This is an optimization exercise on Yosys and OpenROAD, whose aim is small area and a short achievable clock period, not a production implementation.
In this exercise RTL edits were held to simulation tests only and were not proved equivalent to the original.
Power is estimated from default activity; no workload was simulated.

==> flow/design.v (outline; a module is shown in full before it is edited, if it fits) <==
// module Decoder_Unit: 23 lines
// module Arithmetic_Unit: 39 lines
// module Mul_Unit: 743 lines
// module FA_Cell: 3 lines
// module Div_Unit: 86 lines
// module Div_Step_1: 9 lines
// module Div_Step_2: 12 lines
// module Div_Step_3: 15 lines
// module Div_Step_4: 19 lines
// module Div_Step_5: 21 lines
// module Div_Step_6: 26 lines
// module Div_Step_7: 28 lines
// module Div_Step_8: 35 lines
// module Div_Step_9: 37 lines
// module Div_Step_10: 42 lines
// module Div_Step_11: 44 lines
// module Div_Step_12: 51 lines
// module Div_Step_13: 53 lines
// module Div_Step_14: 60 lines
// module Div_Step_15: 62 lines
// module Div_Step_16_L: 54 lines
// module Logic_Unit: 32 lines
// module CMP_Unit: 31 lines
// module Shift_Unit: 28 lines
// module alu_top: 48 lines
module alu_top (
    input   CLK,rst,
    input   [3 : 0] ALU_FUNC,
    input   [15 : 0] A,
    input   [15 : 0] B,
    output  [31 : 0] Arith_OUT, Logic_OUT, CMP_OUT,Shift_OUT,
    output  Carry_OUT, Arith_Flag, Logic_Flag, CMP_Flag, Shift_Flag
);
  // ...
==> flow/flow/run.sh <==
#!/bin/bash
# The standard layout with three changes:
# * synthesis maps the divider modules (Div_Unit, Div_Step_*) with flow/abc_div.script
#   and every other module with flow/abc_other.script (ORFS's area and speed ABC
#   scripts without their "buffer -c" step, whose buffers placement removes anyway;
#   the other modules are not resized either).
#   Everything else in synthesis is the standard synthesis (synth_recipe.tcl).
# * the port buffers are the smallest buffer cell (sky130_fd_sc_hd__buf_1).
# * tie cells are not split per load (SKIP_REPAIR_TIE_FANOUT), so the constant
#   outputs share their tie cells.
set -euo pipefail
HERE=$(pwd)
DIV="$HERE/flow/abc_div.script"
OTHER="$HERE/flow/abc_other.script"
# ORFS's synth.tcl with its one abc call split in two
sed "s|^  log_cmd abc {\*}\$abc_args\$|  log_cmd abc {*}[lreplace \$abc_args 1 1 $DIV] Div_Unit Div_Step_*\n  log_cmd abc {*}[lreplace \$abc_args 1 1 $OTHER]|" \
    "$FLOW_HOME/scripts/synth.tcl" > "$HERE/synth_mixed.tcl"
grep -q "abc_div.script\] Div_Unit" "$HERE/synth_mixed.tcl"
# The standard flow's synthesis script, sourcing that synth.tcl
sed "s|source \$::env(SCRIPTS_DIR)/synth.tcl|source $HERE/synth_mixed.tcl|" synth_recipe.tcl > "$HERE/mixed_synth.tcl"
grep -q "source $HERE/synth_mixed.tcl" "$HERE/mixed_synth.tcl"
# The standard layout command, with that synthesis script
sed "s|SYNTH_SCRIPT=[^ ]*|SYNTH_SCRIPT=$HERE/mixed_synth.tcl|" standard.sh > "$HERE/mixed_standard.sh"
grep -q "SYNTH_SCRIPT=$HERE/mixed_synth.tcl" "$HERE/mixed_standard.sh"
export BUFFER_PORTS_ARGS="-buffer_cell sky130_fd_sc_hd__buf_1"
export SKIP_REPAIR_TIE_FANOUT=1
bash "$HERE/mixed_standard.sh" > standard.log 2>&1
==> flow/flow/abc_div.script <==
strash
dch
map -B 0.9
topo
stime -c
upsize -c
dnsize -c
==> flow/flow/abc_other.script <==
&get -n
&st
&dch
&nf
&st
&syn2
&if -g -K 6
&synch2
&nf
&st
&syn2
&if -g -K 6
&synch2
&nf
&st
&syn2
&if -g -K 6
&synch2
&nf
&st
&syn2
&if -g -K 6
&synch2
&nf
&st
&syn2
&if -g -K 6
&synch2
&nf
&put
==> flow/standard.sh <==
#!/bin/bash
# synth_recipe.tcl (not shown) runs the flow's synth.tcl, then flattens the netlist and writes it again
# the make line also repeats each setting of config.mk as NAME=value (left out here)
make -C /OpenROAD-flow-scripts/flow DESIGN_CONFIG=/design/flow/config.mk WORK_HOME=/design/flow/orfs CLKGATE_MAP_FILE= SYNTH_SCRIPT=/design/flow/synth_recipe.tcl "${@:-finish}"
==> flow/config.mk <==
export PLATFORM = sky130hd
export DESIGN_NAME = alu_top
export DESIGN_NICKNAME = alu_top
export VERILOG_FILES = /design/flow/design.v
export SDC_FILE = /design/flow/constraint.sdc
export NUM_CORES = 4
export LEC_CHECK = 0
export ABC_AREA = 0
export CAP_MARGIN = 20
export CORE_MARGIN = 2
export CORE_UTILIZATION = 40
export CTS_BUF_LIST = sky130_fd_sc_hd__clkbuf_8
export CTS_CLUSTER_DIAMETER = 150
export CTS_CLUSTER_SIZE = 30
export SLEW_MARGIN = 20
export SYNTH_HIERARCHICAL = 1
export SYNTH_MINIMUM_KEEP_SIZE = 0
==> flow/constraint.sdc <==
create_clock -name core_clock -period 130.0 [get_ports {CLK}]
set_input_delay 26.0000 -clock core_clock [delete_from_list [all_inputs] [get_ports {CLK}]]
set_output_delay 26.0000 -clock core_clock [all_outputs]
set_load 0.01 [all_outputs]
==> flow_summary.rst, run 1 <==
.. list-table::
   :header-rows: 1

   * - Metric
     - Value
   * - Status
     - timing/DRC/antenna clean
   * - Pre-CTS worst setup slack
     - approximately 90 ns
   * - Top register by number of flip-flops
     - U1.Arith_OUT
   * - Net load switching power
     - 134 uW
   * - Final hold viol count
     - 0
   * - Share of the clock period used by the worst path after layout
     - between 30% and 40%
   * - Multi-In Gates
     - 2000
   * - Die outline area
     - between 40000 and 50000 um2
   * - Number of warning messages in the yosys log
     - 11
   * - Share of layout cells above drive strength 1
     - 11.4%
   * - Part of the power in registers
     - 12.4%
   * - Fmax
     - 0.0237 GHz
   * - Beginning of the worst register-to-register path
     - U2.High
   * - Clock skew after layout
     - 0 ns
   * - Total power divided by cell area
     - about 14 nW/um2
   * - Post-CTS clock slew at the launch and capture registers of the worst setup and hold paths
     - between 0.1 and 0.15 ns
   * - Family of cells with the greatest summed delay on the critical path
     - simple AND/OR/NAND/NOR gates
   * - Largest fanout on the critical path
     - 27
   * - Wire length per cell
     - about 17 um
   * - Seq area share
     - 9.66%
   * - Maximum buffer depth of the clock tree
     - 2
   * - Non-clock buffers
     - about 160
   * - Top flop regs
     - U1.Arith_OUT: 32 flops, U4.Val: 17 flops, U2.Low: 16 flops
   * - Highest-count cells in the layout ignoring fill and taps
     - sky130_fd_sc_hd__nand2_1 (852), sky130_fd_sc_hd__fa_1 (256), sky130_fd_sc_hd__nor2_1 (228), sky130_fd_sc_hd__clkinv_1 (200), sky130_fd_sc_hd__buf_1 (122)
   * - Global routing usage on met1
     - 30.8%
   * - Source of the worst hold timing path
     - U1.Carry_OUT
   * - Share of power burned in the clock network
     - 7.8%
   * - Flip-flop count of the largest register after layout
     - 32
   * - Relative area of clock buffers and inverters in the final design
     - between 1 and 1.5%
   * - CP Depth
     - around 120
==> module Div_Unit, before the edit <==
module Div_Unit (
    input  [15 : 0] A,
    input  [15 : 0] B,
    output [15 : 0] Q
);
wire bnz = |B;
wire [0 : 0] t15 = A[15];
wire [0 : 0] g15 = ~t15 & B[0 : 0];
wire [0 : 0] p15 = ~t15 | B[0 : 0];
wire [0 : 0] r15;
Div_Step_1 S15 (.G0(g15), .P0(p15), .T(t15), .fit(bnz & ~|B[15 : 1]), .q(Q[15]), .R(r15));
wire [1 : 0] t14 = {r15[0 : 0], A[14]};
wire [1 : 0] g14 = ~t14 & B[1 : 0];
wire [1 : 0] p14 = ~t14 | B[1 : 0];
wire [1 : 0] r14;
Div_Step_2 S14 (.G0(g14), .P0(p14), .T(t14), .fit(bnz & ~|B[15 : 2]), .q(Q[14]), .R(r14));
wire [2 : 0] t13 = {r14[1 : 0], A[13]};
wire [2 : 0] g13 = ~t13 & B[2 : 0];
wire [2 : 0] p13 = ~t13 | B[2 : 0];
wire [2 : 0] r13;
Div_Step_3 S13 (.G0(g13), .P0(p13), .T(t13), .fit(bnz & ~|B[15 : 3]), .q(Q[13]), .R(r13));
wire [3 : 0] t12 = {r13[2 : 0], A[12]};
wire [3 : 0] g12 = ~t12 & B[3 : 0];
wire [3 : 0] p12 = ~t12 | B[3 : 0];
wire [3 : 0] r12;
Div_Step_4 S12 (.G0(g12), .P0(p12), .T(t12), .fit(bnz & ~|B[15 : 4]), .q(Q[12]), .R(r12));
wire [4 : 0] t11 = {r12[3 : 0], A[11]};
wire [4 : 0] g11 = ~t11 & B[4 : 0];
wire [4 : 0] p11 = ~t11 | B[4 : 0];
wire [4 : 0] r11;
Div_Step_5 S11 (.G0(g11), .P0(p11), .T(t11), .fit(bnz & ~|B[15 : 5]), .q(Q[11]), .R(r11));
wire [5 : 0] t10 = {r11[4 : 0], A[10]};
wire [5 : 0] g10 = ~t10 & B[5 : 0];
wire [5 : 0] p10 = ~t10 | B[5 : 0];
wire [5 : 0] r10;
Div_Step_6 S10 (.G0(g10), .P0(p10), .T(t10), .fit(bnz & ~|B[15 : 6]), .q(Q[10]), .R(r10));
wire [6 : 0] t9 = {r10[5 : 0], A[9]};
wire [6 : 0] g9 = ~t9 & B[6 : 0];
wire [6 : 0] p9 = ~t9 | B[6 : 0];
wire [6 : 0] r9;
Div_Step_7 S9 (.G0(g9), .P0(p9), .T(t9), .fit(bnz & ~|B[15 : 7]), .q(Q[9]), .R(r9));
wire [7 : 0] t8 = {r9[6 : 0], A[8]};
wire [7 : 0] g8 = ~t8 & B[7 : 0];
wire [7 : 0] p8 = ~t8 | B[7 : 0];
wire [7 : 0] r8;
Div_Step_8 S8 (.G0(g8), .P0(p8), .T(t8), .fit(bnz & ~|B[15 : 8]), .q(Q[8]), .R(r8));
wire [8 : 0] t7 = {r8[7 : 0], A[7]};
wire [8 : 0] g7 = ~t7 & B[8 : 0];
wire [8 : 0] p7 = ~t7 | B[8 : 0];
wire [8 : 0] r7;
Div_Step_9 S7 (.G0(g7), .P0(p7), .T(t7), .fit(bnz & ~|B[15 : 9]), .q(Q[7]), .R(r7));
wire [9 : 0] t6 = {r7[8 : 0], A[6]};
wire [9 : 0] g6 = ~t6 & B[9 : 0];
wire [9 : 0] p6 = ~t6 | B[9 : 0];
wire [9 : 0] r6;
Div_Step_10 S6 (.G0(g6), .P0(p6), .T(t6), .fit(bnz & ~|B[15 : 10]), .q(Q[6]), .R(r6));
wire [10 : 0] t5 = {r6[9 : 0], A[5]};
wire [10 : 0] g5 = ~t5 & B[10 : 0];
wire [10 : 0] p5 = ~t5 | B[10 : 0];
wire [10 : 0] r5;
Div_Step_11 S5 (.G0(g5), .P0(p5), .T(t5), .fit(bnz & ~|B[15 : 11]), .q(Q[5]), .R(r5));
wire [11 : 0] t4 = {r5[10 : 0], A[4]};
wire [11 : 0] g4 = ~t4 & B[11 : 0];
wire [11 : 0] p4 = ~t4 | B[11 : 0];
wire [11 : 0] r4;
Div_Step_12 S4 (.G0(g4), .P0(p4), .T(t4), .fit(bnz & ~|B[15 : 12]), .q(Q[4]), .R(r4));
wire [12 : 0] t3 = {r4[11 : 0], A[3]};
wire [12 : 0] g3 = ~t3 & B[12 : 0];
wire [12 : 0] p3 = ~t3 | B[12 : 0];
wire [12 : 0] r3;
Div_Step_13 S3 (.G0(g3), .P0(p3), .T(t3), .fit(bnz & ~|B[15 : 13]), .q(Q[3]), .R(r3));
wire [13 : 0] t2 = {r3[12 : 0], A[2]};
wire [13 : 0] g2 = ~t2 & B[13 : 0];
wire [13 : 0] p2 = ~t2 | B[13 : 0];
wire [13 : 0] r2;
Div_Step_14 S2 (.G0(g2), .P0(p2), .T(t2), .fit(bnz & ~|B[15 : 14]), .q(Q[2]), .R(r2));
wire [14 : 0] t1 = {r2[13 : 0], A[1]};
wire [14 : 0] g1 = ~t1 & B[14 : 0];
wire [14 : 0] p1 = ~t1 | B[14 : 0];
wire [14 : 0] r1;
Div_Step_15 S1 (.G0(g1), .P0(p1), .T(t1), .fit(bnz & ~|B[15 : 15]), .q(Q[1]), .R(r1));
wire [15 : 0] t0 = {r1[14 : 0], A[0]};
wire [15 : 0] g0 = ~t0 & B[15 : 0];
wire [15 : 0] p0 = ~t0 | B[15 : 0];
Div_Step_16_L S0 (.G0(g0), .P0(p0), .T(t0), .fit(bnz), .q(Q[0]));
endmodule
==> module Div_Step_1, before the edit <==
module Div_Step_1 (
    input  [0 : 0] G0, P0, T,
    input  fit,
    output q,
    output [0 : 0] R
);
assign q = fit & ~G0[0];
assign R[0] = q ? ((G0[0] | ~P0[0])) : T[0];
endmodule
==> module Div_Step_2, before the edit <==
module Div_Step_2 (
    input  [1 : 0] G0, P0, T,
    input  fit,
    output q,
    output [1 : 0] R
);
wire g1_1 = G0[1] | (P0[1] & G0[0]);
wire p1_1 = P0[1] & P0[0];
assign q = fit & ~g1_1;
assign R[0] = q ? ((G0[0] | ~P0[0])) : T[0];
assign R[1] = q ? ((G0[1] | ~P0[1]) ^ G0[0]) : T[1];
endmodule
==> module Div_Step_3, before the edit <==
module Div_Step_3 (
    input  [2 : 0] G0, P0, T,
    input  fit,
    output q,
    output [2 : 0] R
);
wire g1_1 = G0[1] | (P0[1] & G0[0]);
wire p1_1 = P0[1] & P0[0];
wire g2_2 = G0[2] | (P0[2] & g1_1);
wire p2_2 = P0[2] & p1_1;
assign q = fit & ~g2_2;
assign R[0] = q ? ((G0[0] | ~P0[0])) : T[0];
assign R[1] = q ? ((G0[1] | ~P0[1]) ^ G0[0]) : T[1];
assign R[2] = q ? ((G0[2] | ~P0[2]) ^ g1_1) : T[2];
endmodule
==> module Div_Step_4, before the edit <==
module Div_Step_4 (
    input  [3 : 0] G0, P0, T,
    input  fit,
    output q,
    output [3 : 0] R
);
wire h1_g = G0[1] | (P0[1] & G0[0]);
wire h1_p = P0[1] & P0[0];
wire h3_g = G0[3] | (P0[3] & G0[2]);
wire h3_p = P0[3] & P0[2];
wire s3_0g = h3_g | (h3_p & h1_g);
wire s3_0p = h3_p & h1_p;
wire e2_g = G0[2] | (P0[2] & h1_g);
assign q = fit & ~s3_0g;
assign R[0] = q ? ((G0[0] | ~P0[0])) : T[0];
assign R[1] = q ? ((G0[1] | ~P0[1]) ^ G0[0]) : T[1];
assign R[2] = q ? ((G0[2] | ~P0[2]) ^ h1_g) : T[2];
assign R[3] = q ? ((G0[3] | ~P0[3]) ^ e2_g) : T[3];
endmodule
==> module Div_Step_5, before the edit <==
module Div_Step_5 (
    input  [4 : 0] G0, P0, T,
    input  fit,
    output q,
    output [4 : 0] R
);
wire h1_g = G0[1] | (P0[1] & G0[0]);
wire h1_p = P0[1] & P0[0];
wire h3_g = G0[3] | (P0[3] & G0[2]);
wire h3_p = P0[3] & P0[2];
wire s3_0g = h3_g | (h3_p & h1_g);
wire s3_0p = h3_p & h1_p;
wire e2_g = G0[2] | (P0[2] & h1_g);
wire e4_g = G0[4] | (P0[4] & s3_0g);
assign q = fit & ~e4_g;
assign R[0] = q ? ((G0[0] | ~P0[0])) : T[0];
assign R[1] = q ? ((G0[1] | ~P0[1]) ^ G0[0]) : T[1];
assign R[2] = q ? ((G0[2] | ~P0[2]) ^ h1_g) : T[2];
assign R[3] = q ? ((G0[3] | ~P0[3]) ^ e2_g) : T[3];
assign R[4] = q ? ((G0[4] | ~P0[4]) ^ s3_0g) : T[4];
endmodule
==> module Div_Step_6, before the edit <==
module Div_Step_6 (
    input  [5 : 0] G0, P0, T,
    input  fit,
    output q,
    output [5 : 0] R
);
wire h1_g = G0[1] | (P0[1] & G0[0]);
wire h1_p = P0[1] & P0[0];
wire h3_g = G0[3] | (P0[3] & G0[2]);
wire h3_p = P0[3] & P0[2];
wire h5_g = G0[5] | (P0[5] & G0[4]);
wire h5_p = P0[5] & P0[4];
wire s3_0g = h3_g | (h3_p & h1_g);
wire s3_0p = h3_p & h1_p;
wire s5_1g = h5_g | (h5_p & s3_0g);
wire s5_1p = h5_p & s3_0p;
wire e2_g = G0[2] | (P0[2] & h1_g);
wire e4_g = G0[4] | (P0[4] & s3_0g);
assign q = fit & ~s5_1g;
assign R[0] = q ? ((G0[0] | ~P0[0])) : T[0];
assign R[1] = q ? ((G0[1] | ~P0[1]) ^ G0[0]) : T[1];
assign R[2] = q ? ((G0[2] | ~P0[2]) ^ h1_g) : T[2];
assign R[3] = q ? ((G0[3] | ~P0[3]) ^ e2_g) : T[3];
assign R[4] = q ? ((G0[4] | ~P0[4]) ^ s3_0g) : T[4];
assign R[5] = q ? ((G0[5] | ~P0[5]) ^ e4_g) : T[5];
endmodule
==> inputs of run 2 (changes only) <==
--- a/flow/design.v
+++ b/flow/design.v
@@ -812,128 +812,136 @@
     output [15 : 0] Q
 );
 wire bnz = |B;
-wire [0 : 0] t15 = A[15];
-wire [0 : 0] g15 = ~t15 & B[0 : 0];
-wire [0 : 0] p15 = ~t15 | B[0 : 0];
+wire [0 : 0] t15 = ~A[15];
+wire [0 : 0] g15 = ~(t15 & B[0 : 0]);
+wire [0 : 0] p15 = ~(t15 | B[0 : 0]);
 wire [0 : 0] r15;
-Div_Step_1 S15 (.G0(g15), .P0(p15), .T(t15), .fit(bnz & ~|B[15 : 1]), .q(Q[15]), .R(r15));
-wire [1 : 0] t14 = {r15[0 : 0], A[14]};
-wire [1 : 0] g14 = ~t14 & B[1 : 0];
-wire [1 : 0] p14 = ~t14 | B[1 : 0];
+Div_Step_1 S15 (.GN0(g15), .PN0(p15), .NT(t15), .fit(bnz & ~|B[15 : 1]), .q(Q[15]), .NR(r15));
+wire [1 : 0] t14 = {r15[0 : 0], ~A[14]};
+wire [1 : 0] g14 = ~(t14 & B[1 : 0]);
+wire [1 : 0] p14 = ~(t14 | B[1 : 0]);
 wire [1 : 0] r14;
-Div_Step_2 S14 (.G0(g14), .P0(p14), .T(t14), .fit(bnz & ~|B[15 : 2]), .q(Q[14]), .R(r14));
-wire [2 : 0] t13 = {r14[1 : 0], A[13]};
-wire [2 : 0] g13 = ~t13 & B[2 : 0];
-wire [2 : 0] p13 = ~t13 | B[2 : 0];
+Div_Step_2 S14 (.GN0(g14), .PN0(p14), .NT(t14), .fit(bnz & ~|B[15 : 2]), .q(Q[14]), .NR(r14));
+wire [2 : 0] t13 = {r14[1 : 0], ~A[13]};
+wire [2 : 0] g13 = ~(t13 & B[2 : 0]);
+wire [2 : 0] p13 = ~(t13 | B[2 : 0]);
 wire [2 : 0] r13;
-Div_Step_3 S13 (.G0(g13), .P0(p13), .T(t13), .fit(bnz & ~|B[15 : 3]), .q(Q[13]), .R(r13));
-wire [3 : 0] t12 = {r13[2 : 0], A[12]};
-wire [3 : 0] g12 = ~t12 & B[3 : 0];
-wire [3 : 0] p12 = ~t12 | B[3 : 0];
+Div_Step_3 S13 (.GN0(g13), .PN0(p13), .NT(t13), .fit(bnz & ~|B[15 : 3]), .q(Q[13]), .NR(r13));
+wire [3 : 0] t12 = {r13[2 : 0], ~A[12]};
+wire [3 : 0] g12 = ~(t12 & B[3 : 0]);
+wire [3 : 0] p12 = ~(t12 | B[3 : 0]);
 wire [3 : 0] r12;
-Div_Step_4 S12 (.G0(g12), .P0(p12), .T(t12), .fit(bnz & ~|B[15 : 4]), .q(Q[12]), .R(r12));
-wire [4 : 0] t11 = {r12[3 : 0], A[11]};
-wire [4 : 0] g11 = ~t11 & B[4 : 0];
-wire [4 : 0] p11 = ~t11 | B[4 : 0];
+Div_Step_4 S12 (.GN0(g12), .PN0(p12), .NT(t12), .fit(bnz & ~|B[15 : 4]), .q(Q[12]), .NR(r12));
+wire [4 : 0] t11 = {r12[3 : 0], ~A[11]};
+wire [4 : 0] g11 = ~(t11 & B[4 : 0]);
+wire [4 : 0] p11 = ~(t11 | B[4 : 0]);
 wire [4 : 0] r11;
-Div_Step_5 S11 (.G0(g11), .P0(p11), .T(t11), .fit(bnz & ~|B[15 : 5]), .q(Q[11]), .R(r11));
-wire [5 : 0] t10 = {r11[4 : 0], A[10]};
-wire [5 : 0] g10 = ~t10 & B[5 : 0];
-wire [5 : 0] p10 = ~t10 | B[5 : 0];
+Div_Step_5 S11 (.GN0(g11), .PN0(p11), .NT(t11), .fit(bnz & ~|B[15 : 5]), .q(Q[11]), .NR(r11));
+wire [5 : 0] t10 = {r11[4 : 0], ~A[10]};
+wire [5 : 0] g10 = ~(t10 & B[5 : 0]);
+wire [5 : 0] p10 = ~(t10 | B[5 : 0]);
 wire [5 : 0] r10;
-Div_Step_6 S10 (.G0(g10), .P0(p10), .T(t10), .fit(bnz & ~|B[15 : 6]), .q(Q[10]), .R(r10));
-wire [6 : 0] t9 = {r10[5 : 0], A[9]};
-wire [6 : 0] g9 = ~t9 & B[6 : 0];
-wire [6 : 0] p9 = ~t9 | B[6 : 0];
+Div_Step_6 S10 (.GN0(g10), .PN0(p10), .NT(t10), .fit(bnz & ~|B[15 : 6]), .q(Q[10]), .NR(r10));
+wire [6 : 0] t9 = {r10[5 : 0], ~A[9]};
+wire [6 : 0] g9 = ~(t9 & B[6 : 0]);
+wire [6 : 0] p9 = ~(t9 | B[6 : 0]);
 wire [6 : 0] r9;
-Div_Step_7 S9 (.G0(g9), .P0(p9), .T(t9), .fit(bnz & ~|B[15 : 7]), .q(Q[9]), .R(r9));
-wire [7 : 0] t8 = {r9[6 : 0], A[8]};
-wire [7 : 0] g8 = ~t8 & B[7 : 0];
-wire [7 : 0] p8 = ~t8 | B[7 : 0];
+Div_Step_7 S9 (.GN0(g9), .PN0(p9), .NT(t9), .fit(bnz & ~|B[15 : 7]), .q(Q[9]), .NR(r9));
+wire [7 : 0] t8 = {r9[6 : 0], ~A[8]};
+wire [7 : 0] g8 = ~(t8 & B[7 : 0]);
+wire [7 : 0] p8 = ~(t8 | B[7 : 0]);
 wire [7 : 0] r8;
-Div_Step_8 S8 (.G0(g8), .P0(p8), .T(t8), .fit(bnz & ~|B[15 : 8]), .q(Q[8]), .R(r8));
-wire [8 : 0] t7 = {r8[7 : 0], A[7]};
-wire [8 : 0] g7 = ~t7 & B[8 : 0];
-wire [8 : 0] p7 = ~t7 | B[8 : 0];
+Div_Step_8 S8 (.GN0(g8), .PN0(p8), .NT(t8), .fit(bnz & ~|B[15 : 8]), .q(Q[8]), .NR(r8));
+wire [8 : 0] t7 = {r8[7 : 0], ~A[7]};
+wire [8 : 0] g7 = ~(t7 & B[8 : 0]);
+wire [8 : 0] p7 = ~(t7 | B[8 : 0]);
 wire [8 : 0] r7;
-Div_Step_9 S7 (.G0(g7), .P0(p7), .T(t7), .fit(bnz & ~|B[15 : 9]), .q(Q[7]), .R(r7));
-wire [9 : 0] t6 = {r7[8 : 0], A[6]};
-wire [9 : 0] g6 = ~t6 & B[9 : 0];
-wire [9 : 0] p6 = ~t6 | B[9 : 0];
+Div_Step_9 S7 (.GN0(g7), .PN0(p7), .NT(t7), .fit(bnz & ~|B[15 : 9]), .q(Q[7]), .NR(r7));
+wire [9 : 0] t6 = {r7[8 : 0], ~A[6]};
+wire [9 : 0] g6 = ~(t6 & B[9 : 0]);
+wire [9 : 0] p6 = ~(t6 | B[9 : 0]);
 wire [9 : 0] r6;
-Div_Step_10 S6 (.G0(g6), .P0(p6), .T(t6), .fit(bnz & ~|B[15 : 10]), .q(Q[6]), .R(r6));
-wire [10 : 0] t5 = {r6[9 : 0], A[5]};
-wire [10 : 0] g5 = ~t5 & B[10 : 0];
-wire [10 : 0] p5 = ~t5 | B[10 : 0];
+Div_Step_10 S6 (.GN0(g6), .PN0(p6), .NT(t6), .fit(bnz & ~|B[15 : 10]), .q(Q[6]), .NR(r6));
+wire [10 : 0] t5 = {r6[9 : 0], ~A[5]};
+wire [10 : 0] g5 = ~(t5 & B[10 : 0]);
+wire [10 : 0] p5 = ~(t5 | B[10 : 0]);
 wire [10 : 0] r5;
-Div_Step_11 S5 (.G0(g5), .P0(p5), .T(t5), .fit(bnz & ~|B[15 : 11]), .q(Q[5]), .R(r5));
-wire [11 : 0] t4 = {r5[10 : 0], A[4]};
-wire [11 : 0] g4 = ~t4 & B[11 : 0];
-wire [11 : 0] p4 = ~t4 | B[11 : 0];
+Div_Step_11 S5 (.GN0(g5), .PN0(p5), .NT(t5), .fit(bnz & ~|B[15 : 11]), .q(Q[5]), .NR(r5));
+wire [11 : 0] t4 = {r5[10 : 0], ~A[4]};
+wire [11 : 0] g4 = ~(t4 & B[11 : 0]);
+wire [11 : 0] p4 = ~(t4 | B[11 : 0]);
 wire [11 : 0] r4;
-Div_Step_12 S4 (.G0(g4), .P0(p4), .T(t4), .fit(bnz & ~|B[15 : 12]), .q(Q[4]), .R(r4));
-wire [12 : 0] t3 = {r4[11 : 0], A[3]};
-wire [12 : 0] g3 = ~t3 & B[12 : 0];
-wire [12 : 0] p3 = ~t3 | B[12 : 0];
+Div_Step_12 S4 (.GN0(g4), .PN0(p4), .NT(t4), .fit(bnz & ~|B[15 : 12]), .q(Q[4]), .NR(r4));
+wire [12 : 0] t3 = {r4[11 : 0], ~A[3]};
+wire [12 : 0] g3 = ~(t3 & B[12 : 0]);
+wire [12 : 0] p3 = ~(t3 | B[12 : 0]);
 wire [12 : 0] r3;
-Div_Step_13 S3 (.G0(g3), .P0(p3), .T(t3), .fit(bnz & ~|B[15 : 13]), .q(Q[3]), .R(r3));
-wire [13 : 0] t2 = {r3[12 : 0], A[2]};
-wire [13 : 0] g2 = ~t2 & B[13 : 0];
-wire [13 : 0] p2 = ~t2 | B[13 : 0];
+Div_Step_13 S3 (.GN0(g3), .PN0(p3), .NT(t3), .fit(bnz & ~|B[15 : 13]), .q(Q[3]), .NR(r3));
+wire [13 : 0] t2 = {r3[12 : 0], ~A[2]};
+wire [13 : 0] g2 = ~(t2 & B[13 : 0]);
+wire [13 : 0] p2 = ~(t2 | B[13 : 0]);
 wire [13 : 0] r2;
-Div_Step_14 S2 (.G0(g2), .P0(p2), .T(t2), .fit(bnz & ~|B[15 : 14]), .q(Q[2]), .R(r2));
-wire [14 : 0] t1 = {r2[13 : 0], A[1]};
-wire [14 : 0] g1 = ~t1 & B[14 : 0];
-wire [14 : 0] p1 = ~t1 | B[14 : 0];
+Div_Step_14 S2 (.GN0(g2), .PN0(p2), .NT(t2), .fit(bnz & ~|B[15 : 14]), .q(Q[2]), .NR(r2));
+wire [14 : 0] t1 = {r2[13 : 0], ~A[1]};
+wire [14 : 0] g1 = ~(t1 & B[14 : 0]);
+wire [14 : 0] p1 = ~(t1 | B[14 : 0]);
 wire [14 : 0] r1;
-Div_Step_15 S1 (.G0(g1), .P0(p1), .T(t1), .fit(bnz & ~|B[15 : 15]), .q(Q[1]), .R(r1));
-wire [15 : 0] t0 = {r1[14 : 0], A[0]};
-wire [15 : 0] g0 = ~t0 & B[15 : 0];
-wire [15 : 0] p0 = ~t0 | B[15 : 0];
-Div_Step_16_L S0 (.G0(g0), .P0(p0), .T(t0), .fit(bnz), .q(Q[0]));
+Div_Step_15 S1 (.GN0(g1), .PN0(p1), .NT(t1), .fit(bnz & ~|B[15 : 15]), .q(Q[1]), .NR(r1));
+wire [15 : 0] t0 = {r1[14 : 0], ~A[0]};
+wire [15 : 0] g0 = ~(t0 & B[15 : 0]);
+wire [15 : 0] p0 = ~(t0 | B[15 : 0]);
+Div_Step_16_L S0 (.GN0(g0), .PN0(p0), .NT(t0), .fit(bnz), .q(Q[0]));
 endmodule
 module Div_Step_1 (
-    input  [0 : 0] G0, P0, T,
+    input  [0 : 0] GN0, PN0, NT,
     input  fit,
     output q,
-    output [0 : 0] R
+    output [0 : 0] NR
 );
+wire [0 : 0] G0 = ~GN0;
+wire [0 : 0] P0 = ~PN0;
 assign q = fit & ~G0[0];
-assign R[0] = q ? ((G0[0] | ~P0[0])) : T[0];
+assign NR[0] = q ? ~((G0[0] | ~P0[0])) : NT[0];
 endmodule
 module Div_Step_2 (
-    input  [1 : 0] G0, P0, T,
+    input  [1 : 0] GN0, PN0, NT,
     input  fit,
     output q,
-    output [1 : 0] R
+    output [1 : 0] NR
 );
+wire [1 : 0] G0 = ~GN0;
+wire [1 : 0] P0 = ~PN0;
 wire g1_1 = G0[1] | (P0[1] & G0[0]);
 wire p1_1 = P0[1] & P0[0];
 assign q = fit & ~g1_1;
-assign R[0] = q ? ((G0[0] | ~P0[0])) : T[0];
-assign R[1] = q ? ((G0[1] | ~P0[1]) ^ G0[0]) : T[1];
+assign NR[0] = q ? ~((G0[0] | ~P0[0])) : NT[0];
+assign NR[1] = q ? ~((G0[1] | ~P0[1]) ^ G0[0]) : NT[1];
 endmodule
 module Div_Step_3 (
-    input  [2 : 0] G0, P0, T,
+    input  [2 : 0] GN0, PN0, NT,
     input  fit,
     output q,
-    output [2 : 0] R
+    output [2 : 0] NR
 );
+wire [2 : 0] G0 = ~GN0;
+wire [2 : 0] P0 = ~PN0;
 wire g1_1 = G0[1] | (P0[1] & G0[0]);
 wire p1_1 = P0[1] & P0[0];
 wire g2_2 = G0[2] | (P0[2] & g1_1);
 wire p2_2 = P0[2] & p1_1;
 assign q = fit & ~g2_2;
-assign R[0] = q ? ((G0[0] | ~P0[0])) : T[0];
-assign R[1] = q ? ((G0[1] | ~P0[1]) ^ G0[0]) : T[1];
-assign R[2] = q ? ((G0[2] | ~P0[2]) ^ g1_1) : T[2];
+assign NR[0] = q ? ~((G0[0] | ~P0[0])) : NT[0];
+assign NR[1] = q ? ~((G0[1] | ~P0[1]) ^ G0[0]) : NT[1];
+assign NR[2] = q ? ~((G0[2] | ~P0[2]) ^ g1_1) : NT[2];
 endmodule
 module Div_Step_4 (
-    input  [3 : 0] G0, P0, T,
+    input  [3 : 0] GN0, PN0, NT,
     input  fit,
     output q,
-    output [3 : 0] R
+    output [3 : 0] NR
 );
+wire [3 : 0] G0 = ~GN0;
+wire [3 : 0] P0 = ~PN0;
 wire h1_g = G0[1] | (P0[1] & G0[0]);
 wire h1_p = P0[1] & P0[0];
 wire h3_g = G0[3] | (P0[3] & G0[2]);
@@ -942,17 +950,19 @@
 wire s3_0p = h3_p & h1_p;
 wire e2_g = G0[2] | (P0[2] & h1_g);
 assign q = fit & ~s3_0g;
-assign R[0] = q ? ((G0[0] | ~P0[0])) : T[0];
-assign R[1] = q ? ((G0[1] | ~P0[1]) ^ G0[0]) : T[1];
-assign R[2] = q ? ((G0[2] | ~P0[2]) ^ h1_g) : T[2];
-assign R[3] = q ? ((G0[3] | ~P0[3]) ^ e2_g) : T[3];
+assign NR[0] = q ? ~((G0[0] | ~P0[0])) : NT[0];
+assign NR[1] = q ? ~((G0[1] | ~P0[1]) ^ G0[0]) : NT[1];
+assign NR[2] = q ? ~((G0[2] | ~P0[2]) ^ h1_g) : NT[2];
+assign NR[3] = q ? ~((G0[3] | ~P0[3]) ^ e2_g) : NT[3];
 endmodule
 module Div_Step_5 (
-    input  [4 : 0] G0, P0, T,
+    input  [4 : 0] GN0, PN0, NT,
     input  fit,
     output q,
-    output [4 : 0] R
+    output [4 : 0] NR
 );
+wire [4 : 0] G0 = ~GN0;
+wire [4 : 0] P0 = ~PN0;
 wire h1_g = G0[1] | (P0[1] & G0[0]);
 wire h1_p = P0[1] & P0[0];
 wire h3_g = G0[3] | (P0[3] & G0[2]);
@@ -962,18 +972,20 @@
 wire e2_g = G0[2] | (P0[2] & h1_g);
 wire e4_g = G0[4] | (P0[4] & s3_0g);
 assign q = fit & ~e4_g;
-assign R[0] = q ? ((G0[0] | ~P0[0])) : T[0];
-assign R[1] = q ? ((G0[1] | ~P0[1]) ^ G0[0]) : T[1];
-assign R[2] = q ? ((G0[2] | ~P0[2]) ^ h1_g) : T[2];
-assign R[3] = q ? ((G0[3] | ~P0[3]) ^ e2_g) : T[3];
-assign R[4] = q ? ((G0[4] | ~P0[4]) ^ s3_0g) : T[4];
+assign NR[0] = q ? ~((G0[0] | ~P0[0])) : NT[0];
+assign NR[1] = q ? ~((G0[1] | ~P0[1]) ^ G0[0]) : NT[1];
+assign NR[2] = q ? ~((G0[2] | ~P0[2]) ^ h1_g) : NT[2];
+assign NR[3] = q ? ~((G0[3] | ~P0[3]) ^ e2_g) : NT[3];
+assign NR[4] = q ? ~((G0[4] | ~P0[4]) ^ s3_0g) : NT[4];
 endmodule
 module Div_Step_6 (
-    input  [5 : 0] G0, P0, T,
+    input  [5 : 0] GN0, PN0, NT,
     input  fit,
     output q,
-    output [5 : 0] R
+    output [5 : 0] NR
 );
+wire [5 : 0] G0 = ~GN0;
+wire [5 : 0] P0 = ~PN0;
 wire h1_g = G0[1] | (P0[1] & G0[0]);
 wire h1_p = P0[1] & P0[0];
 wire h3_g = G0[3] | (P0[3] & G0[2]);
@@ -987,19 +999,21 @@
 wire e2_g = G0[2] | (P0[2] & h1_g);
 wire e4_g = G0[4] | (P0[4] & s3_0g);
 assign q = fit & ~s5_1g;
-assign R[0] = q ? ((G0[0] | ~P0[0])) : T[0];
-assign R[1] = q ? ((G0[1] | ~P0[1]) ^ G0[0]) : T[1];
-assign R[2] = q ? ((G0[2] | ~P0[2]) ^ h1_g) : T[2];
-assign R[3] = q ? ((G0[3] | ~P0[3]) ^ e2_g) : T[3];
-assign R[4] = q ? ((G0[4] | ~P0[4]) ^ s3_0g) : T[4];
-assign R[5] = q ? ((G0[5] | ~P0[5]) ^ e4_g) : T[5];
+assign NR[0] = q ? ~((G0[0] | ~P0[0])) : NT[0];
+assign NR[1] = q ? ~((G0[1] | ~P0[1]) ^ G0[0]) : NT[1];
+assign NR[2] = q ? ~((G0[2] | ~P0[2]) ^ h1_g) : NT[2];
+assign NR[3] = q ? ~((G0[3] | ~P0[3]) ^ e2_g) : NT[3];
+assign NR[4] = q ? ~((G0[4] | ~P0[4]) ^ s3_0g) : NT[4];
+assign NR[5] = q ? ~((G0[5] | ~P0[5]) ^ e4_g) : NT[5];
 endmodule
 module Div_Step_7 (
-    input  [6 : 0] G0, P0, T,
+    input  [6 : 0] GN0, PN0, NT,
     input  fit,
     output q,
-    output [6 : 0] R
+    output [6 : 0] NR
 );
+wire [6 : 0] G0 = ~GN0;
+wire [6 : 0] P0 = ~PN0;
 wire h1_g = G0[1] | (P0[1] & G0[0]);
 wire h1_p = P0[1] & P0[0];
 wire h3_g = G0[3] | (P0[3] & G0[2]);
@@ -1014,20 +1028,22 @@
 wire e4_g = G0[4] | (P0[4] & s3_0g);
 wire e6_g = G0[6] | (P0[6] & s5_1g);
 assign q = fit & ~e6_g;
-assign R[0] = q ? ((G0[0] | ~P0[0])) : T[0];
-assign R[1] = q ? ((G0[1] | ~P0[1]) ^ G0[0]) : T[1];
-assign R[2] = q ? ((G0[2] | ~P0[2]) ^ h1_g) : T[2];
-assign R[3] = q ? ((G0[3] | ~P0[3]) ^ e2_g) : T[3];
-assign R[4] = q ? ((G0[4] | ~P0[4]) ^ s3_0g) : T[4];
-assign R[5] = q ? ((G0[5] | ~P0[5]) ^ e4_g) : T[5];
-assign R[6] = q ? ((G0[6] | ~P0[6]) ^ s5_1g) : T[6];
+assign NR[0] = q ? ~((G0[0] | ~P0[0])) : NT[0];
+assign NR[1] = q ? ~((G0[1] | ~P0[1]) ^ G0[0]) : NT[1];
+assign NR[2] = q ? ~((G0[2] | ~P0[2]) ^ h1_g) : NT[2];
+assign NR[3] = q ? ~((G0[3] | ~P0[3]) ^ e2_g) : NT[3];
+assign NR[4] = q ? ~((G0[4] | ~P0[4]) ^ s3_0g) : NT[4];
+assign NR[5] = q ? ~((G0[5] | ~P0[5]) ^ e4_g) : NT[5];
+assign NR[6] = q ? ~((G0[6] | ~P0[6]) ^ s5_1g) : NT[6];
 endmodule
 module Div_Step_8 (
-    input  [7 : 0] G0, P0, T,
+    input  [7 : 0] GN0, PN0, NT,
     input  fit,
     output q,
-    output [7 : 0] R
+    output [7 : 0] NR
 );
+wire [7 : 0] G0 = ~GN0;
+wire [7 : 0] P0 = ~PN0;
 wire h1_g = G0[1] | (P0[1] & G0[0]);
 wire h1_p = P0[1] & P0[0];
 wire h3_g = G0[3] | (P0[3] & G0[2]);
@@ -1048,21 +1064,23 @@
 wire e4_g = G0[4] | (P0[4] & s3_0g);
 wire e6_g = G0[6] | (P0[6] & s5_1g);
 assign q = fit & ~s7_1g;
-assign R[0] = q ? ((G0[0] | ~P0[0])) : T[0];
-assign R[1] = q ? ((G0[1] | ~P0[1]) ^ G0[0]) : T[1];
-assign R[2] = q ? ((G0[2] | ~P0[2]) ^ h1_g) : T[2];
-assign R[3] = q ? ((G0[3] | ~P0[3]) ^ e2_g) : T[3];
-assign R[4] = q ? ((G0[4] | ~P0[4]) ^ s3_0g) : T[4];
-assign R[5] = q ? ((G0[5] | ~P0[5]) ^ e4_g) : T[5];
-assign R[6] = q ? ((G0[6] | ~P0[6]) ^ s5_1g) : T[6];
-assign R[7] = q ? ((G0[7] | ~P0[7]) ^ e6_g) : T[7];
+assign NR[0] = q ? ~((G0[0] | ~P0[0])) : NT[0];
+assign NR[1] = q ? ~((G0[1] | ~P0[1]) ^ G0[0]) : NT[1];
+assign NR[2] = q ? ~((G0[2] | ~P0[2]) ^ h1_g) : NT[2];
+assign NR[3] = q ? ~((G0[3] | ~P0[3]) ^ e2_g) : NT[3];
+assign NR[4] = q ? ~((G0[4] | ~P0[4]) ^ s3_0g) : NT[4];
+assign NR[5] = q ? ~((G0[5] | ~P0[5]) ^ e4_g) : NT[5];
+assign NR[6] = q ? ~((G0[6] | ~P0[6]) ^ s5_1g) : NT[6];
+assign NR[7] = q ? ~((G0[7] | ~P0[7]) ^ e6_g) : NT[7];
 endmodule
 module Div_Step_9 (
-    input  [8 : 0] G0, P0, T,
+    input  [8 : 0] GN0, PN0, NT,
     input  fit,
     output q,
-    output [8 : 0] R
+    output [8 : 0] NR
 );
+wire [8 : 0] G0 = ~GN0;
+wire [8 : 0] P0 = ~PN0;
 wire h1_g = G0[1] | (P0[1] & G0[0]);
 wire h1_p = P0[1] & P0[0];
 wire h3_g = G0[3] | (P0[3] & G0[2]);
@@ -1084,22 +1102,24 @@
 wire e6_g = G0[6] | (P0[6] & s5_1g);
 wire e8_g = G0[8] | (P0[8] & s7_1g);
 assign q = fit & ~e8_g;
-assign R[0] = q ? ((G0[0] | ~P0[0])) : T[0];
-assign R[1] = q ? ((G0[1] | ~P0[1]) ^ G0[0]) : T[1];
-assign R[2] = q ? ((G0[2] | ~P0[2]) ^ h1_g) : T[2];
-assign R[3] = q ? ((G0[3] | ~P0[3]) ^ e2_g) : T[3];
-assign R[4] = q ? ((G0[4] | ~P0[4]) ^ s3_0g) : T[4];
-assign R[5] = q ? ((G0[5] | ~P0[5]) ^ e4_g) : T[5];
-assign R[6] = q ? ((G0[6] | ~P0[6]) ^ s5_1g) : T[6];
-assign R[7] = q ? ((G0[7] | ~P0[7]) ^ e6_g) : T[7];
-assign R[8] = q ? ((G0[8] | ~P0[8]) ^ s7_1g) : T[8];
+assign NR[0] = q ? ~((G0[0] | ~P0[0])) : NT[0];
+assign NR[1] = q ? ~((G0[1] | ~P0[1]) ^ G0[0]) : NT[1];
+assign NR[2] = q ? ~((G0[2] | ~P0[2]) ^ h1_g) : NT[2];
+assign NR[3] = q ? ~((G0[3] | ~P0[3]) ^ e2_g) : NT[3];
+assign NR[4] = q ? ~((G0[4] | ~P0[4]) ^ s3_0g) : NT[4];
+assign NR[5] = q ? ~((G0[5] | ~P0[5]) ^ e4_g) : NT[5];
+assign NR[6] = q ? ~((G0[6] | ~P0[6]) ^ s5_1g) : NT[6];
+assign NR[7] = q ? ~((G0[7] | ~P0[7]) ^ e6_g) : NT[7];
+assign NR[8] = q ? ~((G0[8] | ~P0[8]) ^ s7_1g) : NT[8];
 endmodule
 module Div_Step_10 (
-    input  [9 : 0] G0, P0, T,
+    input  [9 : 0] GN0, PN0, NT,
     input  fit,
     output q,
-    output [9 : 0] R
+    output [9 : 0] NR
 );
+wire [9 : 0] G0 = ~GN0;
+wire [9 : 0] P0 = ~PN0;
 wire h1_g = G0[1] | (P0[1] & G0[0]);
 wire h1_p = P0[1] & P0[0];
 wire h3_g = G0[3] | (P0[3] & G0[2]);
@@ -1125,23 +1145,25 @@
 wire e6_g = G0[6] | (P0[6] & s5_1g);
 wire e8_g = G0[8] | (P0[8] & s7_1g);
 assign q = fit & ~s9_2g;
-assign R[0] = q ? ((G0[0] | ~P0[0])) : T[0];
-assign R[1] = q ? ((G0[1] | ~P0[1]) ^ G0[0]) : T[1];
-assign R[2] = q ? ((G0[2] | ~P0[2]) ^ h1_g) : T[2];
-assign R[3] = q ? ((G0[3] | ~P0[3]) ^ e2_g) : T[3];
-assign R[4] = q ? ((G0[4] | ~P0[4]) ^ s3_0g) : T[4];
-assign R[5] = q ? ((G0[5] | ~P0[5]) ^ e4_g) : T[5];
-assign R[6] = q ? ((G0[6] | ~P0[6]) ^ s5_1g) : T[6];
-assign R[7] = q ? ((G0[7] | ~P0[7]) ^ e6_g) : T[7];
-assign R[8] = q ? ((G0[8] | ~P0[8]) ^ s7_1g) : T[8];
-assign R[9] = q ? ((G0[9] | ~P0[9]) ^ e8_g) : T[9];
+assign NR[0] = q ? ~((G0[0] | ~P0[0])) : NT[0];
+assign NR[1] = q ? ~((G0[1] | ~P0[1]) ^ G0[0]) : NT[1];
+assign NR[2] = q ? ~((G0[2] | ~P0[2]) ^ h1_g) : NT[2];
+assign NR[3] = q ? ~((G0[3] | ~P0[3]) ^ e2_g) : NT[3];
+assign NR[4] = q ? ~((G0[4] | ~P0[4]) ^ s3_0g) : NT[4];
+assign NR[5] = q ? ~((G0[5] | ~P0[5]) ^ e4_g) : NT[5];
+assign NR[6] = q ? ~((G0[6] | ~P0[6]) ^ s5_1g) : NT[6];
+assign NR[7] = q ? ~((G0[7] | ~P0[7]) ^ e6_g) : NT[7];
+assign NR[8] = q ? ~((G0[8] | ~P0[8]) ^ s7_1g) : NT[8];
+assign NR[9] = q ? ~((G0[9] | ~P0[9]) ^ e8_g) : NT[9];
 endmodule
 module Div_Step_11 (
-    input  [10 : 0] G0, P0, T,
+    input  [10 : 0] GN0, PN0, NT,
     input  fit,
     output q,
-    output [10 : 0] R
+    output [10 : 0] NR
 );
+wire [10 : 0] G0 = ~GN0;
+wire [10 : 0] P0 = ~PN0;
 wire h1_g = G0[1] | (P0[1] & G0[0]);
 wire h1_p = P0[1] & P0[0];
 wire h3_g = G0[3] | (P0[3] & G0[2]);
@@ -1168,24 +1190,26 @@
 wire e8_g = G0[8] | (P0[8] & s7_1g);
 wire e10_g = G0[10] | (P0[10] & s9_2g);
 assign q = fit & ~e10_g;
-assign R[0] = q ? ((G0[0] | ~P0[0])) : T[0];
-assign R[1] = q ? ((G0[1] | ~P0[1]) ^ G0[0]) : T[1];
-assign R[2] = q ? ((G0[2] | ~P0[2]) ^ h1_g) : T[2];
-assign R[3] = q ? ((G0[3] | ~P0[3]) ^ e2_g) : T[3];
-assign R[4] = q ? ((G0[4] | ~P0[4]) ^ s3_0g) : T[4];
-assign R[5] = q ? ((G0[5] | ~P0[5]) ^ e4_g) : T[5];
-assign R[6] = q ? ((G0[6] | ~P0[6]) ^ s5_1g) : T[6];
-assign R[7] = q ? ((G0[7] | ~P0[7]) ^ e6_g) : T[7];
-assign R[8] = q ? ((G0[8] | ~P0[8]) ^ s7_1g) : T[8];
-assign R[9] = q ? ((G0[9] | ~P0[9]) ^ e8_g) : T[9];
-assign R[10] = q ? ((G0[10] | ~P0[10]) ^ s9_2g) : T[10];
+assign NR[0] = q ? ~((G0[0] | ~P0[0])) : NT[0];
+assign NR[1] = q ? ~((G0[1] | ~P0[1]) ^ G0[0]) : NT[1];
+assign NR[2] = q ? ~((G0[2] | ~P0[2]) ^ h1_g) : NT[2];
+assign NR[3] = q ? ~((G0[3] | ~P0[3]) ^ e2_g) : NT[3];
+assign NR[4] = q ? ~((G0[4] | ~P0[4]) ^ s3_0g) : NT[4];
+assign NR[5] = q ? ~((G0[5] | ~P0[5]) ^ e4_g) : NT[5];
+assign NR[6] = q ? ~((G0[6] | ~P0[6]) ^ s5_1g) : NT[6];
+assign NR[7] = q ? ~((G0[7] | ~P0[7]) ^ e6_g) : NT[7];
+assign NR[8] = q ? ~((G0[8] | ~P0[8]) ^ s7_1g) : NT[8];
+assign NR[9] = q ? ~((G0[9] | ~P0[9]) ^ e8_g) : NT[9];
+assign NR[10] = q ? ~((G0[10] | ~P0[10]) ^ s9_2g) : NT[10];
 endmodule
 module Div_Step_12 (
-    input  [11 : 0] G0, P0, T,
+    input  [11 : 0] GN0, PN0, NT,
     input  fit,
     output q,
-    output [11 : 0] R
+    output [11 : 0] NR
 );
+wire [11 : 0] G0 = ~GN0;
+wire [11 : 0] P0 = ~PN0;
 wire h1_g = G0[1] | (P0[1] & G0[0]);
 wire h1_p = P0[1] & P0[0];
 wire h3_g = G0[3] | (P0[3] & G0[2]);
@@ -1218,25 +1242,27 @@
 wire e8_g = G0[8] | (P0[8] & s7_1g);
 wire e10_g = G0[10] | (P0[10] & s9_2g);
 assign q = fit & ~s11_2g;
-assign R[0] = q ? ((G0[0] | ~P0[0])) : T[0];
-assign R[1] = q ? ((G0[1] | ~P0[1]) ^ G0[0]) : T[1];
-assign R[2] = q ? ((G0[2] | ~P0[2]) ^ h1_g) : T[2];
-assign R[3] = q ? ((G0[3] | ~P0[3]) ^ e2_g) : T[3];
-assign R[4] = q ? ((G0[4] | ~P0[4]) ^ s3_0g) : T[4];
-assign R[5] = q ? ((G0[5] | ~P0[5]) ^ e4_g) : T[5];
-assign R[6] = q ? ((G0[6] | ~P0[6]) ^ s5_1g) : T[6];
-assign R[7] = q ? ((G0[7] | ~P0[7]) ^ e6_g) : T[7];
-assign R[8] = q ? ((G0[8] | ~P0[8]) ^ s7_1g) : T[8];
-assign R[9] = q ? ((G0[9] | ~P0[9]) ^ e8_g) : T[9];
-assign R[10] = q ? ((G0[10] | ~P0[10]) ^ s9_2g) : T[10];
-assign R[11] = q ? ((G0[11] | ~P0[11]) ^ e10_g) : T[11];
+assign NR[0] = q ? ~((G0[0] | ~P0[0])) : NT[0];
+assign NR[1] = q ? ~((G0[1] | ~P0[1]) ^ G0[0]) : NT[1];
+assign NR[2] = q ? ~((G0[2] | ~P0[2]) ^ h1_g) : NT[2];
+assign NR[3] = q ? ~((G0[3] | ~P0[3]) ^ e2_g) : NT[3];
+assign NR[4] = q ? ~((G0[4] | ~P0[4]) ^ s3_0g) : NT[4];
+assign NR[5] = q ? ~((G0[5] | ~P0[5]) ^ e4_g) : NT[5];
+assign NR[6] = q ? ~((G0[6] | ~P0[6]) ^ s5_1g) : NT[6];
+assign NR[7] = q ? ~((G0[7] | ~P0[7]) ^ e6_g) : NT[7];
+assign NR[8] = q ? ~((G0[8] | ~P0[8]) ^ s7_1g) : NT[8];
+assign NR[9] = q ? ~((G0[9] | ~P0[9]) ^ e8_g) : NT[9];
+assign NR[10] = q ? ~((G0[10] | ~P0[10]) ^ s9_2g) : NT[10];
+assign NR[11] = q ? ~((G0[11] | ~P0[11]) ^ e10_g) : NT[11];
 endmodule
 module Div_Step_13 (
-    input  [12 : 0] G0, P0, T,
+    input  [12 : 0] GN0, PN0, NT,
     input  fit,
     output q,
-    output [12 : 0] R
+    output [12 : 0] NR
 );
+wire [12 : 0] G0 = ~GN0;
+wire [12 : 0] P0 = ~PN0;
 wire h1_g = G0[1] | (P0[1] & G0[0]);
 wire h1_p = P0[1] & P0[0];
 wire h3_g = G0[3] | (P0[3] & G0[2]);
@@ -1270,26 +1296,28 @@
 wire e10_g = G0[10] | (P0[10] & s9_2g);
 wire e12_g = G0[12] | (P0[12] & s11_2g);
 assign q = fit & ~e12_g;
-assign R[0] = q ? ((G0[0] | ~P0[0])) : T[0];
-assign R[1] = q ? ((G0[1] | ~P0[1]) ^ G0[0]) : T[1];
-assign R[2] = q ? ((G0[2] | ~P0[2]) ^ h1_g) : T[2];
-assign R[3] = q ? ((G0[3] | ~P0[3]) ^ e2_g) : T[3];
-assign R[4] = q ? ((G0[4] | ~P0[4]) ^ s3_0g) : T[4];
-assign R[5] = q ? ((G0[5] | ~P0[5]) ^ e4_g) : T[5];
-assign R[6] = q ? ((G0[6] | ~P0[6]) ^ s5_1g) : T[6];
-assign R[7] = q ? ((G0[7] | ~P0[7]) ^ e6_g) : T[7];
-assign R[8] = q ? ((G0[8] | ~P0[8]) ^ s7_1g) : T[8];
-assign R[9] = q ? ((G0[9] | ~P0[9]) ^ e8_g) : T[9];
-assign R[10] = q ? ((G0[10] | ~P0[10]) ^ s9_2g) : T[10];
-assign R[11] = q ? ((G0[11] | ~P0[11]) ^ e10_g) : T[11];
-assign R[12] = q ? ((G0[12] | ~P0[12]) ^ s11_2g) : T[12];
+assign NR[0] = q ? ~((G0[0] | ~P0[0])) : NT[0];
+assign NR[1] = q ? ~((G0[1] | ~P0[1]) ^ G0[0]) : NT[1];
+assign NR[2] = q ? ~((G0[2] | ~P0[2]) ^ h1_g) : NT[2];
+assign NR[3] = q ? ~((G0[3] | ~P0[3]) ^ e2_g) : NT[3];
+assign NR[4] = q ? ~((G0[4] | ~P0[4]) ^ s3_0g) : NT[4];
+assign NR[5] = q ? ~((G0[5] | ~P0[5]) ^ e4_g) : NT[5];
+assign NR[6] = q ? ~((G0[6] | ~P0[6]) ^ s5_1g) : NT[6];
+assign NR[7] = q ? ~((G0[7] | ~P0[7]) ^ e6_g) : NT[7];
+assign NR[8] = q ? ~((G0[8] | ~P0[8]) ^ s7_1g) : NT[8];
+assign NR[9] = q ? ~((G0[9] | ~P0[9]) ^ e8_g) : NT[9];
+assign NR[10] = q ? ~((G0[10] | ~P0[10]) ^ s9_2g) : NT[10];
+assign NR[11] = q ? ~((G0[11] | ~P0[11]) ^ e10_g) : NT[11];
+assign NR[12] = q ? ~((G0[12] | ~P0[12]) ^ s11_2g) : NT[12];
 endmodule
 module Div_Step_14 (
-    input  [13 : 0] G0, P0, T,
+    input  [13 : 0] GN0, PN0, NT,
     input  fit,
     output q,
-    output [13 : 0] R
+    output [13 : 0] NR
 );
+wire [13 : 0] G0 = ~GN0;
+wire [13 : 0] P0 = ~PN0;
 wire h1_g = G0[1] | (P0[1] & G0[0]);
 wire h1_p = P0[1] & P0[0];
 wire h3_g = G0[3] | (P0[3] & G0[2]);
@@ -1329,27 +1357,29 @@
 wire e10_g = G0[10] | (P0[10] & s9_2g);
 wire e12_g = G0[12] | (P0[12] & s11_2g);
 assign q = fit & ~s13_2g;
-assign R[0] = q ? ((G0[0] | ~P0[0])) : T[0];
-assign R[1] = q ? ((G0[1] | ~P0[1]) ^ G0[0]) : T[1];
-assign R[2] = q ? ((G0[2] | ~P0[2]) ^ h1_g) : T[2];
-assign R[3] = q ? ((G0[3] | ~P0[3]) ^ e2_g) : T[3];
-assign R[4] = q ? ((G0[4] | ~P0[4]) ^ s3_0g) : T[4];
-assign R[5] = q ? ((G0[5] | ~P0[5]) ^ e4_g) : T[5];
-assign R[6] = q ? ((G0[6] | ~P0[6]) ^ s5_1g) : T[6];
-assign R[7] = q ? ((G0[7] | ~P0[7]) ^ e6_g) : T[7];
-assign R[8] = q ? ((G0[8] | ~P0[8]) ^ s7_1g) : T[8];
-assign R[9] = q ? ((G0[9] | ~P0[9]) ^ e8_g) : T[9];
-assign R[10] = q ? ((G0[10] | ~P0[10]) ^ s9_2g) : T[10];
-assign R[11] = q ? ((G0[11] | ~P0[11]) ^ e10_g) : T[11];
-assign R[12] = q ? ((G0[12] | ~P0[12]) ^ s11_2g) : T[12];
-assign R[13] = q ? ((G0[13] | ~P0[13]) ^ e12_g) : T[13];
+assign NR[0] = q ? ~((G0[0] | ~P0[0])) : NT[0];
+assign NR[1] = q ? ~((G0[1] | ~P0[1]) ^ G0[0]) : NT[1];
+assign NR[2] = q ? ~((G0[2] | ~P0[2]) ^ h1_g) : NT[2];
+assign NR[3] = q ? ~((G0[3] | ~P0[3]) ^ e2_g) : NT[3];
+assign NR[4] = q ? ~((G0[4] | ~P0[4]) ^ s3_0g) : NT[4];
+assign NR[5] = q ? ~((G0[5] | ~P0[5]) ^ e4_g) : NT[5];
+assign NR[6] = q ? ~((G0[6] | ~P0[6]) ^ s5_1g) : NT[6];
+assign NR[7] = q ? ~((G0[7] | ~P0[7]) ^ e6_g) : NT[7];
+assign NR[8] = q ? ~((G0[8] | ~P0[8]) ^ s7_1g) : NT[8];
+assign NR[9] = q ? ~((G0[9] | ~P0[9]) ^ e8_g) : NT[9];
+assign NR[10] = q ? ~((G0[10] | ~P0[10]) ^ s9_2g) : NT[10];
+assign NR[11] = q ? ~((G0[11] | ~P0[11]) ^ e10_g) : NT[11];
+assign NR[12] = q ? ~((G0[12] | ~P0[12]) ^ s11_2g) : NT[12];
+assign NR[13] = q ? ~((G0[13] | ~P0[13]) ^ e12_g) : NT[13];
 endmodule
 module Div_Step_15 (
-    input  [14 : 0] G0, P0, T,
+    input  [14 : 0] GN0, PN0, NT,
     input  fit,
     output q,
-    output [14 : 0] R
+    output [14 : 0] NR
 );
+wire [14 : 0] G0 = ~GN0;
+wire [14 : 0] P0 = ~PN0;
 wire h1_g = G0[1] | (P0[1] & G0[0]);
 wire h1_p = P0[1] & P0[0];
 wire h3_g = G0[3] | (P0[3] & G0[2]);
@@ -1390,27 +1420,29 @@
 wire e12_g = G0[12] | (P0[12] & s11_2g);
 wire e14_g = G0[14] | (P0[14] & s13_2g);
 assign q = fit & ~e14_g;
-assign R[0] = q ? ((G0[0] | ~P0[0])) : T[0];
-assign R[1] = q ? ((G0[1] | ~P0[1]) ^ G0[0]) : T[1];
-assign R[2] = q ? ((G0[2] | ~P0[2]) ^ h1_g) : T[2];
-assign R[3] = q ? ((G0[3] | ~P0[3]) ^ e2_g) : T[3];
-assign R[4] = q ? ((G0[4] | ~P0[4]) ^ s3_0g) : T[4];
-assign R[5] = q ? ((G0[5] | ~P0[5]) ^ e4_g) : T[5];
-assign R[6] = q ? ((G0[6] | ~P0[6]) ^ s5_1g) : T[6];
-assign R[7] = q ? ((G0[7] | ~P0[7]) ^ e6_g) : T[7];
-assign R[8] = q ? ((G0[8] | ~P0[8]) ^ s7_1g) : T[8];
-assign R[9] = q ? ((G0[9] | ~P0[9]) ^ e8_g) : T[9];
-assign R[10] = q ? ((G0[10] | ~P0[10]) ^ s9_2g) : T[10];
-assign R[11] = q ? ((G0[11] | ~P0[11]) ^ e10_g) : T[11];
-assign R[12] = q ? ((G0[12] | ~P0[12]) ^ s11_2g) : T[12];
-assign R[13] = q ? ((G0[13] | ~P0[13]) ^ e12_g) : T[13];
-assign R[14] = q ? ((G0[14] | ~P0[14]) ^ s13_2g) : T[14];
+assign NR[0] = q ? ~((G0[0] | ~P0[0])) : NT[0];
+assign NR[1] = q ? ~((G0[1] | ~P0[1]) ^ G0[0]) : NT[1];
+assign NR[2] = q ? ~((G0[2] | ~P0[2]) ^ h1_g) : NT[2];
+assign NR[3] = q ? ~((G0[3] | ~P0[3]) ^ e2_g) : NT[3];
+assign NR[4] = q ? ~((G0[4] | ~P0[4]) ^ s3_0g) : NT[4];
+assign NR[5] = q ? ~((G0[5] | ~P0[5]) ^ e4_g) : NT[5];
+assign NR[6] = q ? ~((G0[6] | ~P0[6]) ^ s5_1g) : NT[6];
+assign NR[7] = q ? ~((G0[7] | ~P0[7]) ^ e6_g) : NT[7];
+assign NR[8] = q ? ~((G0[8] | ~P0[8]) ^ s7_1g) : NT[8];
+assign NR[9] = q ? ~((G0[9] | ~P0[9]) ^ e8_g) : NT[9];
+assign NR[10] = q ? ~((G0[10] | ~P0[10]) ^ s9_2g) : NT[10];
+assign NR[11] = q ? ~((G0[11] | ~P0[11]) ^ e10_g) : NT[11];
+assign NR[12] = q ? ~((G0[12] | ~P0[12]) ^ s11_2g) : NT[12];
+assign NR[13] = q ? ~((G0[13] | ~P0[13]) ^ e12_g) : NT[13];
+assign NR[14] = q ? ~((G0[14] | ~P0[14]) ^ s13_2g) : NT[14];
 endmodule
 module Div_Step_16_L (
-    input  [15 : 0] G0, P0, T,
+    input  [15 : 0] GN0, PN0, NT,
     input  fit,
     output q
 );
+wire [15 : 0] G0 = ~GN0;
+wire [15 : 0] P0 = ~PN0;
 wire h1_g = G0[1] | (P0[1] & G0[0]);
 wire h1_p = P0[1] & P0[0];
 wire h3_g = G0[3] | (P0[3] & G0[2]);
--- a/flow/flow/run.sh
+++ b/flow/flow/run.sh
@@ -1,5 +1,5 @@
 #!/bin/bash
-# The standard layout with three changes:
+# The standard layout with four changes:
 # * synthesis maps the divider modules (Div_Unit, Div_Step_*) with flow/abc_div.script
 #   and every other module with flow/abc_other.script (ORFS's area and speed ABC
 #   scripts without their "buffer -c" step, whose buffers placement removes anyway;
@@ -8,6 +8,7 @@
 # * the port buffers are the smallest buffer cell (sky130_fd_sc_hd__buf_1).
 # * tie cells are not split per load (SKIP_REPAIR_TIE_FANOUT), so the constant
 #   outputs share their tie cells.
+# * floorplan's resize-only timing repair aims at more setup slack (see below).
 set -euo pipefail
 HERE=$(pwd)
 DIV="$HERE/flow/abc_div.script"
@@ -24,4 +25,8 @@
 grep -q "SYNTH_SCRIPT=$HERE/mixed_synth.tcl" "$HERE/mixed_standard.sh"
 export BUFFER_PORTS_ARGS="-buffer_cell sky130_fd_sc_hd__buf_1"
 export SKIP_REPAIR_TIE_FANOUT=1
+# Floorplan's timing repair only resizes gates and swaps pins (no buffering); ask it
+# for more setup slack than the design has, so it sizes up the slowest paths.  The
+# later steps run with the default margin.
+SETUP_SLACK_MARGIN=${FLOORPLAN_SETUP_MARGIN:-90} bash "$HERE/mixed_standard.sh" synth floorplan > standard_floorplan.log 2>&1
 bash "$HERE/mixed_standard.sh" > standard.log 2>&1
--- a/flow/config.mk
+++ b/flow/config.mk
@@ -9,9 +9,7 @@
 export CAP_MARGIN = 20
 export CORE_MARGIN = 2
 export CORE_UTILIZATION = 40
-export CTS_BUF_LIST = sky130_fd_sc_hd__clkbuf_8
-export CTS_CLUSTER_DIAMETER = 150
-export CTS_CLUSTER_SIZE = 30
+export CTS_BUF_LIST = sky130_fd_sc_hd__clkbuf_4 sky130_fd_sc_hd__clkbuf_8
 export SLEW_MARGIN = 20
 export SYNTH_HIERARCHICAL = 1
 export SYNTH_MINIMUM_KEEP_SIZE = 0
==> run 2 against run 1 <==
Via count fell by 0.38%. Design area decreased by 1.2%. Non-clock buffer count is 1 higher. Count of clock-buffer cells in the layout grew 2. Flip-flop and latch count did not move. Total power fell by 3.1%. Cell count down 0.87%. Register-to-register slack about the same. Clock skew did not move. First-iteration DRC count rose by 27%. Maximum frequency decreased by 0.68%. Global-route usage grew 1.3 points. Critical endpoint unchanged. Largest cell class unchanged.
==> flow_summary.rst, run 2 <==
.. list-table::
   :header-rows: 1

   * - Metric
     - Value
   * - Max-slew violations
     - 0
   * - Global-route met3 utilization
     - around 2.4%
   * - Maximum buffer depth of the clock tree
     - 2 (unchanged)
   * - Final layout net count
     - around 2800
   * - Global routing usage on met1
     - 33.2% (+2.4 points)
   * - Fmax
     - 0.0235 GHz (-0.68%)
   * - Share of power burned in the clock network
     - 7.1% (-0.7 points)
   * - Switching Share
     - around 52%
   * - Largest fanout on the critical path
     - 33 (+22%)
   * - Via-per-instance ratio
     - between 5 and 6
   * - Post-CTS clock slew at the launch and capture registers of the worst setup and hold paths
     - 0.09 ns (-0.02 ns)
   * - CTS-repair resized insts
     - 0
   * - Per-instance average area after synthesis
     - roughly 7.3 um2
   * - Part of the power in registers
     - 12.8% (+0.4 points)
   * - Maximum number of pins on one net before global-route repair
     - 74
   * - Wire length per cell
     - 17.6 um (+3.6%)
   * - Highest-count cells in the layout ignoring fill and taps
     - sky130_fd_sc_hd__nand2_1 (789), sky130_fd_sc_hd__nor2_1 (281), sky130_fd_sc_hd__fa_1 (256), sky130_fd_sc_hd__clkinv_1 (185), sky130_fd_sc_hd__buf_1 (110)
   * - Worst hold slack across all endpoints
     - ~0.51 ns
   * - Design Area, Final
     - roughly 19000 um2
   * - Final RePlAce weighted congestion
     - 0.884
   * - Port Buf Inserts
     - around 130
   * - Initial antenna violation count
     - 0
   * - Total power divided by cell area
     - 13.4 nW/um2 (-1.9%)
   * - Initial cell density of the core
     - roughly two fifths
   * - # Max-Cap Violations
     - 0
   * - Area of the multi-input gates
     - approximately 14000 um2
   * - Family of cells with the greatest summed delay on the critical path
     - simple AND/OR/NAND/NOR gates
   * - Crit path top cell by count
     - sky130_fd_sc_hd__nand2_1
   * - Share of layout cells above drive strength 1
     - 10.4% (-0.96 points)
   * - Top flop regs
     - U1.Arith_OUT: 32 flops, U4.Val: 17 flops, U2.Low: 16 flops
   * - Row cnt
     - 76
   * - Flip-flop count of the largest register after layout
     - 32 (unchanged)
   * - Status
     - timing/DRC/antenna clean
   * - Internal power component
     - approximately 120 uW
   * - Die outline area
     - 45200 um2 (-1.2%)
   * - Number of warning messages in the yosys log
     - 11 (unchanged)
   * - Top register by number of flip-flops
     - U1.Arith_OUT
   * - Tmin final
     - about 42 ns
   * - Net count after synthesis
     - about 2700
   * - Final hold viol count
     - 0 (unchanged)
   * - CTS hold repair buffers
     - 0
   * - Largest vdd supply drop
     - 0.0000147 V
   * - Clock skew after layout
     - 0 ns (unchanged)
   * - Kind of start point of the critical path
     - primary input
   * - WS Path Type
     - in -> reg
   * - Overall routing resource usage
     - about a quarter
   * - Net load switching power
     - 129 uW (-3.5%)
   * - Cells after DPL
     - about 3100
   * - Share of the clock period used by the worst path after layout
     - 32.7% (+0.22 points)
==> run 2: cell types whose count changed in the layout (fill, tap and decap cells not counted), moves of 16 or more <==
cell / before / now
sky130_fd_sc_hd__nand2_4: 52 / 34
sky130_fd_sc_hd__nand2_1: 852 / 789
sky130_fd_sc_hd__nor2_1: 228 / 281
sky130_fd_sc_hd__xor2_1: 29 / 45
sky130_fd_sc_hd__inv_1: 18 / 40
sky130_fd_sc_hd__a21oi_1: 53 / 23
==> run 2: metal layers <==
metal	vias up	routed length, um	share of wire, %
li1	7592	-	-
met3	99	2930	5.4
met5	-	0	0
met2	501	26200	48
met1	7991	24000	44
met4	0	1200	2.2
==> run 2: layout make-up <==
class | instances | share of cell area (%)
multi-input cells | 1978 | 75.7
flip-flops and latches | 73 | 9.78
clock buffers | 11 | 0.777
clock inverters | 5 | 0.208
well taps | 585 | 3.92
repair buffers | 165 | 4.23
inverters | 260 | 5.44
==> run 2: final timing paths <==
kind	startpoint	endpoint	slack, ns	cells past startpoint
min	U4.Val[11]	U4.Val[11]	0.51	2
min in group asynchronous	rst	U1.Arith_OUT[27]	25.79	1
max reg2reg	U2.High	U2.High	129.03	1
max in group asynchronous	rst	U1.Arith_OUT[13]	103.56	1
min reg2reg	U4.Val[11]	U4.Val[11]	0.51	2
max	B[10]	U1.Arith_OUT[0]	87.51	130
==> run 2: per-stage QoR <==
stage               util (%)  total power, uW  setup WS, ns
floorplan                  -              180         90.52
global placement        43.0              233         87.89
detailed placement      43.0              235         87.27
CTS                     43.5              254         87.61
global route            43.5              282         85.49
finish                  43.5              250         87.51
==> run 2: power by group through the flow <==
stage | registers, uW | clock network (uW) | logic [uW]
after floorplan | 34.1 | 0 | 146
after global placement | 32.4 | 0 | 200
after detailed placement | 32.5 | 0 | 203
after CTS | 32.1 | 18.3 | 203
after global routing | 32.7 | 19.3 | 230
final | 32.1 | 17.8 | 200
==> run 2: tightest hold or removal path, stage by stage (launching register included) <==
cell and delay (ns):
sky130_fd_sc_hd__dfrtp_1 0.36, sky130_fd_sc_hd__nand2b_1 0.06, sky130_fd_sc_hd__o221ai_1 0.06

Re-timed with assumed drivers on the ports (clkbuf_16 on the clock, buf_2 on other inputs), run 2 has 87.522 ns of setup slack against 87.506 ns with ideal ports, and 87.109 ns once port delays also move by the mid clock arrival of 0.413 ns.
